What follows belongs to an exercise in optimizing a design on an open flow for small area, a short achievable clock period and few clock cycles; a production flow would make more cautious choices.
The RTL was checked by simulation tests, not by an equivalence proof against the original design.
Power and IR drop assume default switching activity.

main:
==> flow/design.v <==
module cla16 (
  input  [15:0] a,
  input  [15:0] b,
  input         ci,
  output [15:0] s,
  output        co);
  wire [15:0] g0 = a & b;
  wire [15:0] p0 = a ^ b;
  wire [15:0] g1, p1, g2, p2, g3, p3, g4, p4;
  genvar i;
  generate for (i = 0; i < 16; i = i + 1) begin : pfx
    if (i % 2 == 1) begin : l1
      assign g1[i] = g0[i] | (p0[i] & g0[i - 1]);
      assign p1[i] = p0[i] & p0[i - 1];
    end else begin : l1n
      assign g1[i] = g0[i]; assign p1[i] = p0[i];
    end
    if (i % 4 >= 2) begin : l2
      assign g2[i] = g1[i] | (p1[i] & g1[(i / 4) * 4 + 1]);
      assign p2[i] = p1[i] & p1[(i / 4) * 4 + 1];
    end else begin : l2n
      assign g2[i] = g1[i]; assign p2[i] = p1[i];
    end
    if (i % 8 >= 4) begin : l3
      assign g3[i] = g2[i] | (p2[i] & g2[(i / 8) * 8 + 3]);
      assign p3[i] = p2[i] & p2[(i / 8) * 8 + 3];
    end else begin : l3n
      assign g3[i] = g2[i]; assign p3[i] = p2[i];
    end
    if (i >= 8) begin : l4
      assign g4[i] = g3[i] | (p3[i] & g3[7]);
      assign p4[i] = p3[i] & p3[7];
    end else begin : l4n
      assign g4[i] = g3[i]; assign p4[i] = p3[i];
    end
  end endgenerate
  wire [16:0] c = {g4 | (p4 & {16{ci}}), ci};
  assign s  = p0 ^ c[15:0];
  assign co = c[16];
endmodule
module proc (
  input         clk,
  input         rst,
  output [15:0] imem_addr,
  input  [15:0] imem_rdata,
  input         imem_ready,
  output [15:0] dmem_addr,
  output [15:0] dmem_wdata,
  output        dmem_rd,
  output        dmem_wr,
  input  [15:0] dmem_rdata,
  input         dmem_ready,
  output        halt);
  localparam [15:0] NOP = 16'h0800;
  reg [4:0] op;            
  reg [1:0] fn;            
  reg [2:0] wsel;          
  reg [15:0] yi;           
  reg [15:0] pc2;
  reg f_pcrel, f_rfmt, f_inv, f_jmp, f_br, f_ld, f_st;
  reg [15:0] r0, r1, r2, r3, r4, r5, r6, r7;
  wire op_halt  = (op == 5'b00000);
  wire op_j     = (op == 5'b00100);
  wire op_jr    = (op == 5'b00101);
  wire op_jal   = (op == 5'b00110);
  wire op_jalr  = (op == 5'b00111);
  wire op_addi  = (op == 5'b01000);
  wire op_subi  = (op == 5'b01001);
  wire op_xori  = (op == 5'b01010);
  wire op_andni = (op == 5'b01011);
  wire op_br    = (op[4:2] == 3'b011);
  wire op_st    = (op == 5'b10000);
  wire op_ld    = (op == 5'b10001);
  wire op_slbi  = (op == 5'b10010);
  wire op_stu   = (op == 5'b10011);
  wire op_shi   = (op[4:2] == 3'b101);
  wire op_lbi   = (op == 5'b11000);
  wire op_btr   = (op == 5'b11001);
  wire op_shr   = (op == 5'b11010);
  wire op_ar    = (op == 5'b11011);
  wire op_set   = (op[4:2] == 3'b111);
  wire op_mem   = f_ld | f_st;
  wire rfmt     = f_rfmt;                          
  wire inv      = f_inv;                           
  function [15:0] rsel;
    input [2:0] s;
    input [15:0] a0, a1, a2, a3, a4, a5, a6, a7;
    case (s)
      3'd0: rsel = a0; 3'd1: rsel = a1; 3'd2: rsel = a2; 3'd3: rsel = a3;
      3'd4: rsel = a4; 3'd5: rsel = a5; 3'd6: rsel = a6; default: rsel = a7;
    endcase
  endfunction
  reg  [15:0] rs, rt;
  wire [15:0] rfa = rsel(imem_rdata[10:8], r0, r1, r2, r3, r4, r5, r6, r7);
  wire [15:0] rfb = rsel(imem_rdata[7:5],  r0, r1, r2, r3, r4, r5, r6, r7);
  wire pcrel = f_pcrel;
  wire [15:0] y = rfmt ? rt : yi;
  wire [15:0] x = pcrel ? pc2 : rs ^ {16{inv}};
  wire [16:0] sum;
  cla16 add (.a(x), .b(y), .ci(inv), .s(sum[15:0]), .co(sum[16]));
  wire [3:0] cnt  = y[3:0];
  wire [1:0] sk   = op_shr ? fn : op[1:0];         
  wire [3:0] lamt = sk[1] ? (4'd0 - cnt) : cnt;
  wire [31:0] dbl = {rs, rs} << lamt;
  wire [15:0] rot = dbl[31:16];
  wire [15:0] mask_l = 16'hffff << cnt;
  wire [15:0] mask_r = 16'hffff >> cnt;
  wire [15:0] smask = ~sk[0] ? 16'hffff : sk[1] ? mask_r : mask_l;
  wire [15:0] shres = rot & smask;
  wire [15:0] xr = rs ^ y;
  wire eq  = ~|xr;
  wire ovf = (rt[15] ^ rs[15]) & (sum[15] ^ rt[15]);
  wire ge  = ~(sum[15] ^ ovf);                     
  reg setbit;
  always @* begin
    case (op[1:0])
      2'b00: setbit = eq;
      2'b01: setbit = ge & ~eq;                    
      2'b10: setbit = ge;                          
      default: setbit = sum[16];                   
    endcase
  end
  wire [15:0] btr;
  genvar g;
  generate for (g = 0; g < 16; g = g + 1) begin : rev
    assign btr[g] = rs[15 - g];
  end endgenerate
  wire arith = op_addi | op_subi | (op_ar & ~fn[1]) | op_stu;
  wire lxor  = op_xori | (op_ar & fn == 2'b10);
  wire landn = op_andni | (op_ar & fn == 2'b11);
  wire shf   = op_shi | op_shr;
  wire link  = op_jal | op_jalr;
  wire [15:0] res =
      ({16{arith}}  & sum[15:0])
    | ({16{lxor}}   & xr)
    | ({16{landn}}  & (rs & ~y))
    | ({16{shf}}    & shres)
    | ({16{op_set}} & {15'b0, setbit})
    | ({16{op_btr}} & btr)
    | ({16{op_lbi}} & yi)
    | ({16{op_slbi}} & {rs[7:0], yi[7:0]})
    | ({16{link}}   & pc2)
    | ({16{op_ld}}  & dmem_rdata);
  wire misal = op_mem & sum[0];
  assign dmem_addr  = {sum[15:1], 1'b0};
  assign dmem_wdata = rt;
  assign dmem_rd    = f_ld & ~sum[0];
  assign dmem_wr    = f_st & ~sum[0];
  wire stop = op_halt | misal;
  wire hold = stop | ((dmem_rd | dmem_wr) & ~dmem_ready);
  assign halt = stop;
  wire wr = arith | lxor | landn | shf | op_set | op_btr | op_lbi | op_slbi | link | op_ld;
  wire we = wr & ~hold;
  always @(posedge clk) begin
    if (we && wsel == 3'd0) r0 <= res;
    if (we && wsel == 3'd1) r1 <= res;
    if (we && wsel == 3'd2) r2 <= res;
    if (we && wsel == 3'd3) r3 <= res;
    if (we && wsel == 3'd4) r4 <= res;
    if (we && wsel == 3'd5) r5 <= res;
    if (we && wsel == 3'd6) r6 <= res;
    if (we && wsel == 3'd7) r7 <= res;
  end
  wire taken = f_br & (op[1] ? (rs[15] ^ op[0]) : ((rs == 16'b0) ^ op[0]));
  wire [15:0] nxt = (taken | f_jmp) ? sum[15:0] : pc2;
  assign imem_addr = {nxt[15:1], 1'b0};
  wire [15:0] fi = imem_rdata;
  wire [4:0] fo = fi[15:11];
  wire [4:0] fop = imem_ready ? fo : NOP[15:11];
  wire f_j    = (fo == 5'b00100) | (fo == 5'b00110);                          
  wire f_imm8 = (fo[4:2] == 3'b011) | (fo == 5'b00101) | (fo == 5'b00111)     
              | (fo == 5'b11000) | (fo == 5'b10010);                          
  wire f_zx5  = (fo == 5'b01010) | (fo == 5'b01011);                          
  wire [15:0] f_imm = f_j    ? {{5{fi[10]}}, fi[10:0]}
                    : f_imm8 ? {{8{fi[7]}}, fi[7:0]}
                    : {{11{fi[4] & ~f_zx5}}, fi[4:0]};
  wire [2:0] f_wsel = (fo == 5'b00110 || fo == 5'b00111) ? 3'd7               
                    : (fo == 5'b11000 || fo == 5'b10010 || fo == 5'b10011) ? fi[10:8]   
                    : (fo[4:3] == 2'b11) ? fi[4:2]                              
                    : fi[7:5];
  always @(posedge clk) begin
    if (!hold) begin
      rs <= (wr && wsel == imem_rdata[10:8]) ? res : rfa;
      rt <= (wr && wsel == imem_rdata[7:5])  ? res : rfb;
      fn   <= fi[1:0];
      wsel <= f_wsel;
      yi   <= f_imm;
      f_pcrel <= (fo[4:2] == 3'b011) | (fo == 5'b00100) | (fo == 5'b00110);
      f_rfmt  <= (fo == 5'b11011) | (fo == 5'b11010) | (fo[4:2] == 3'b111);
      f_inv   <= (fo == 5'b01001) | (fo == 5'b11011 && fi[1:0] == 2'b01)
               | (fo == 5'b11101) | (fo == 5'b11110);
    end
    if (rst) begin
      op  <= NOP[15:11];
      pc2 <= 16'h0000;
      {f_jmp, f_br, f_ld, f_st} <= 4'b0;
    end else if (!hold) begin
      op  <= fop;
      pc2 <= imem_ready ? nxt + 16'd2 : nxt;
      f_jmp   <= (fop[4:2] == 3'b001);
      f_br    <= (fop[4:2] == 3'b011);
      f_ld    <= (fop == 5'b10001);
      f_st    <= (fop == 5'b10000) | (fop == 5'b10011);
    end
  end
endmodule
==> flow/config.mk <==
export PLATFORM = sky130hd
export DESIGN_NAME = proc
export DESIGN_NICKNAME = proc
export VERILOG_FILES = /design/flow/design.v
export SDC_FILE = /design/flow/constraint.sdc
export NUM_CORES = 4
export LEC_CHECK = 0
export ABC_AREA = 1
export CAP_MARGIN = 20
export CORE_MARGIN = 2
export CORE_UTILIZATION = 60
export SETUP_SLACK_MARGIN = 5
export SLEW_MARGIN = 20
export TNS_END_PERCENT = 0
==> flow/constraint.sdc <==
create_clock -name core_clock -period 10.0 [get_ports {clk}]
set_input_delay 2.0000 -clock core_clock [delete_from_list [all_inputs] [get_ports {clk}]]
set_output_delay 2.0000 -clock core_clock [all_outputs]
set_load 0.01 [all_outputs]
standard.sh (not shown) runs the stock make flow with config.mk's settings and CLKGATE_MAP_FILE= SYNTH_SCRIPT=/design/flow/synth_recipe.tcl, a recipe that flattens the netlist after the stock synthesis.
==> flow/flow/run.sh <==
#!/bin/bash
# The standard layout, with two changes: ports are buffered with buf_1 cells
# (instead of the clkdlybuf4s50_1 that buffer_ports picks by default), and
# the resizer may change a cell's footprint when it sizes cells up or down.
set -euo pipefail
bash standard.sh MATCH_CELL_FOOTPRINT=0 "BUFFER_PORTS_ARGS=-buffer_cell sky130_fd_sc_hd__buf_1" finish > flow_make.log 2>&1
Testbench counts of main, summed over its fixed seeds: cycles 20,438.
Input-level comparison between the feature branch and main:
diff --git a/flow/design.v b/flow/design.v
--- a/flow/design.v
+++ b/flow/design.v
@@ -56,7 +56,7 @@
   reg [1:0] fn;            
   reg [2:0] wsel;          
-  reg [15:0] yi;           
+  reg [15:0] y;            
   reg [15:0] pc2;
-  reg f_pcrel, f_rfmt, f_inv, f_jmp, f_br, f_ld, f_st;
+  reg f_inv, f_redir, f_ld, f_st;
   reg [15:0] r0, r1, r2, r3, r4, r5, r6, r7;
   wire op_halt  = (op == 5'b00000);
@@ -81,5 +81,4 @@
   wire op_set   = (op[4:2] == 3'b111);
   wire op_mem   = f_ld | f_st;
-  wire rfmt     = f_rfmt;                          
   wire inv      = f_inv;                           
   function [15:0] rsel;
@@ -94,7 +93,5 @@
   wire [15:0] rfa = rsel(imem_rdata[10:8], r0, r1, r2, r3, r4, r5, r6, r7);
   wire [15:0] rfb = rsel(imem_rdata[7:5],  r0, r1, r2, r3, r4, r5, r6, r7);
-  wire pcrel = f_pcrel;
-  wire [15:0] y = rfmt ? rt : yi;
-  wire [15:0] x = pcrel ? pc2 : rs ^ {16{inv}};
+  wire [15:0] x = rs;
   wire [16:0] sum;
   cla16 add (.a(x), .b(y), .ci(inv), .s(sum[15:0]), .co(sum[16]));
@@ -109,6 +106,7 @@
   wire [15:0] shres = rot & smask;
   wire [15:0] xr = rs ^ y;
-  wire eq  = ~|xr;
-  wire ovf = (rt[15] ^ rs[15]) & (sum[15] ^ rt[15]);
+  wire eq  = ~|xr;                                
+  wire ne  = ~&xr;                                 
+  wire ovf = ~(y[15] ^ rs[15]) & (sum[15] ^ y[15]);
   wire ge  = ~(sum[15] ^ ovf);                     
   reg setbit;
@@ -116,5 +114,5 @@
     case (op[1:0])
       2'b00: setbit = eq;
-      2'b01: setbit = ge & ~eq;                    
+      2'b01: setbit = ge & ne;                     
       2'b10: setbit = ge;                          
       default: setbit = sum[16];                   
@@ -138,6 +136,6 @@
     | ({16{op_set}} & {15'b0, setbit})
     | ({16{op_btr}} & btr)
-    | ({16{op_lbi}} & yi)
-    | ({16{op_slbi}} & {rs[7:0], yi[7:0]})
+    | ({16{op_lbi}} & y)
+    | ({16{op_slbi}} & {rs[7:0], y[7:0]})
     | ({16{link}}   & pc2)
     | ({16{op_ld}}  & dmem_rdata);
@@ -162,10 +160,17 @@
     if (we && wsel == 3'd7) r7 <= res;
   end
-  wire taken = f_br & (op[1] ? (rs[15] ^ op[0]) : ((rs == 16'b0) ^ op[0]));
-  wire [15:0] nxt = (taken | f_jmp) ? sum[15:0] : pc2;
+  wire [15:0] nxt = f_redir ? sum[15:0] : pc2;
+  wire [15:0] nxt2 = nxt + 16'd2;
   assign imem_addr = {nxt[15:1], 1'b0};
   wire [15:0] fi = imem_rdata;
   wire [4:0] fo = fi[15:11];
   wire [4:0] fop = imem_ready ? fo : NOP[15:11];
+  wire f_pc  = (fo[4:2] == 3'b011) | (fo == 5'b00100) | (fo == 5'b00110);    
+  wire f_sub = (fo == 5'b01001) | (fo == 5'b11011 && fi[1:0] == 2'b01)        
+             | (fo == 5'b11101) | (fo == 5'b11110);                          
+  wire [15:0] rsb = (wr && wsel == imem_rdata[10:8]) ? res : rfa;
+  wire [15:0] rtb = (wr && wsel == imem_rdata[7:5])  ? res : rfb;
+  wire f_rfmt = (fo == 5'b11011) | (fo == 5'b11010) | (fo[4:2] == 3'b111);
+  wire f_cond = fo[1] ? (rsb[15] ^ fo[0]) : ((rsb == 16'b0) ^ fo[0]);
   wire f_j    = (fo == 5'b00100) | (fo == 5'b00110);                          
   wire f_imm8 = (fo[4:2] == 3'b011) | (fo == 5'b00101) | (fo == 5'b00111)     
@@ -181,23 +186,19 @@
   always @(posedge clk) begin
     if (!hold) begin
-      rs <= (wr && wsel == imem_rdata[10:8]) ? res : rfa;
-      rt <= (wr && wsel == imem_rdata[7:5])  ? res : rfb;
+      rs <= f_pc ? nxt2 : (rsb ^ {16{f_sub}});
+      rt <= rtb;
+      y  <= f_rfmt ? rtb : f_imm;
       fn   <= fi[1:0];
       wsel <= f_wsel;
-      yi   <= f_imm;
-      f_pcrel <= (fo[4:2] == 3'b011) | (fo == 5'b00100) | (fo == 5'b00110);
-      f_rfmt  <= (fo == 5'b11011) | (fo == 5'b11010) | (fo[4:2] == 3'b111);
-      f_inv   <= (fo == 5'b01001) | (fo == 5'b11011 && fi[1:0] == 2'b01)
-               | (fo == 5'b11101) | (fo == 5'b11110);
+      f_inv   <= f_sub;
     end
     if (rst) begin
       op  <= NOP[15:11];
       pc2 <= 16'h0000;
-      {f_jmp, f_br, f_ld, f_st} <= 4'b0;
+      {f_redir, f_ld, f_st} <= 3'b0;
     end else if (!hold) begin
       op  <= fop;
-      pc2 <= imem_ready ? nxt + 16'd2 : nxt;
-      f_jmp   <= (fop[4:2] == 3'b001);
-      f_br    <= (fop[4:2] == 3'b011);
+      pc2 <= imem_ready ? nxt2 : nxt;
+      f_redir <= (fop[4:2] == 3'b001) | ((fop[4:2] == 3'b011) & f_cond);
       f_ld    <= (fop == 5'b10001);
       f_st    <= (fop == 5'b10000) | (fop == 5'b10011);
Notes after the runs:
The higher design area came out of the feature branch.
Global-route usage over all layers in the feature branch is 0.30 points higher than in main
Power in combinational cells (the feature branch over main): decrease, 19%
The feature branch has share of final layout cell area taken by non-clock buffers below what main had.
Going from main to the feature branch, maximum buffer depth of the clock tree saw little to no change; power consumption saw a decrease; sum of routed wire segments on met1 saw an increase.
Testbench counts of the feature branch, summed over its fixed seeds: cycles 20,438.

==> separate check: timing with driven ports <==
How much do the figures lean on ideal ports? The routed layouts below were timed once more, with nothing changed but the port constraints. Step 1: set_driving_cell puts a clkbuf_16 on clk and a buf_2 on each other input, an assumption about the parent block. Step 2 also shifts input and output timing later by t, the mid clock arrival at the registers, as if the neighbouring blocks saw the same clock. a / b / c = ideal ports / drivers / drivers and shift; a / b = the first two.
| run | t (ns) | setup WS [ns] | worst hold slack (ns) | slew at the worst register clock pin (ns) |
|---|---|---|---|---|
| main | 0.542 | 4.834 / 4.789 / 5.330 | 0.504 / 0.504 / 0.504 | 0.06 / 0.06 |
| the feature branch | 0.580 | 5.080 / 5.030 / 4.901 | 0.465 / 0.465 / 0.465 | 0.08 / 0.08 |
After both steps every run listed still meets setup and hold. The setup slack of the feature branch, which loses most, moves by -0.050 ns with the drivers and by -0.179 ns with both steps.
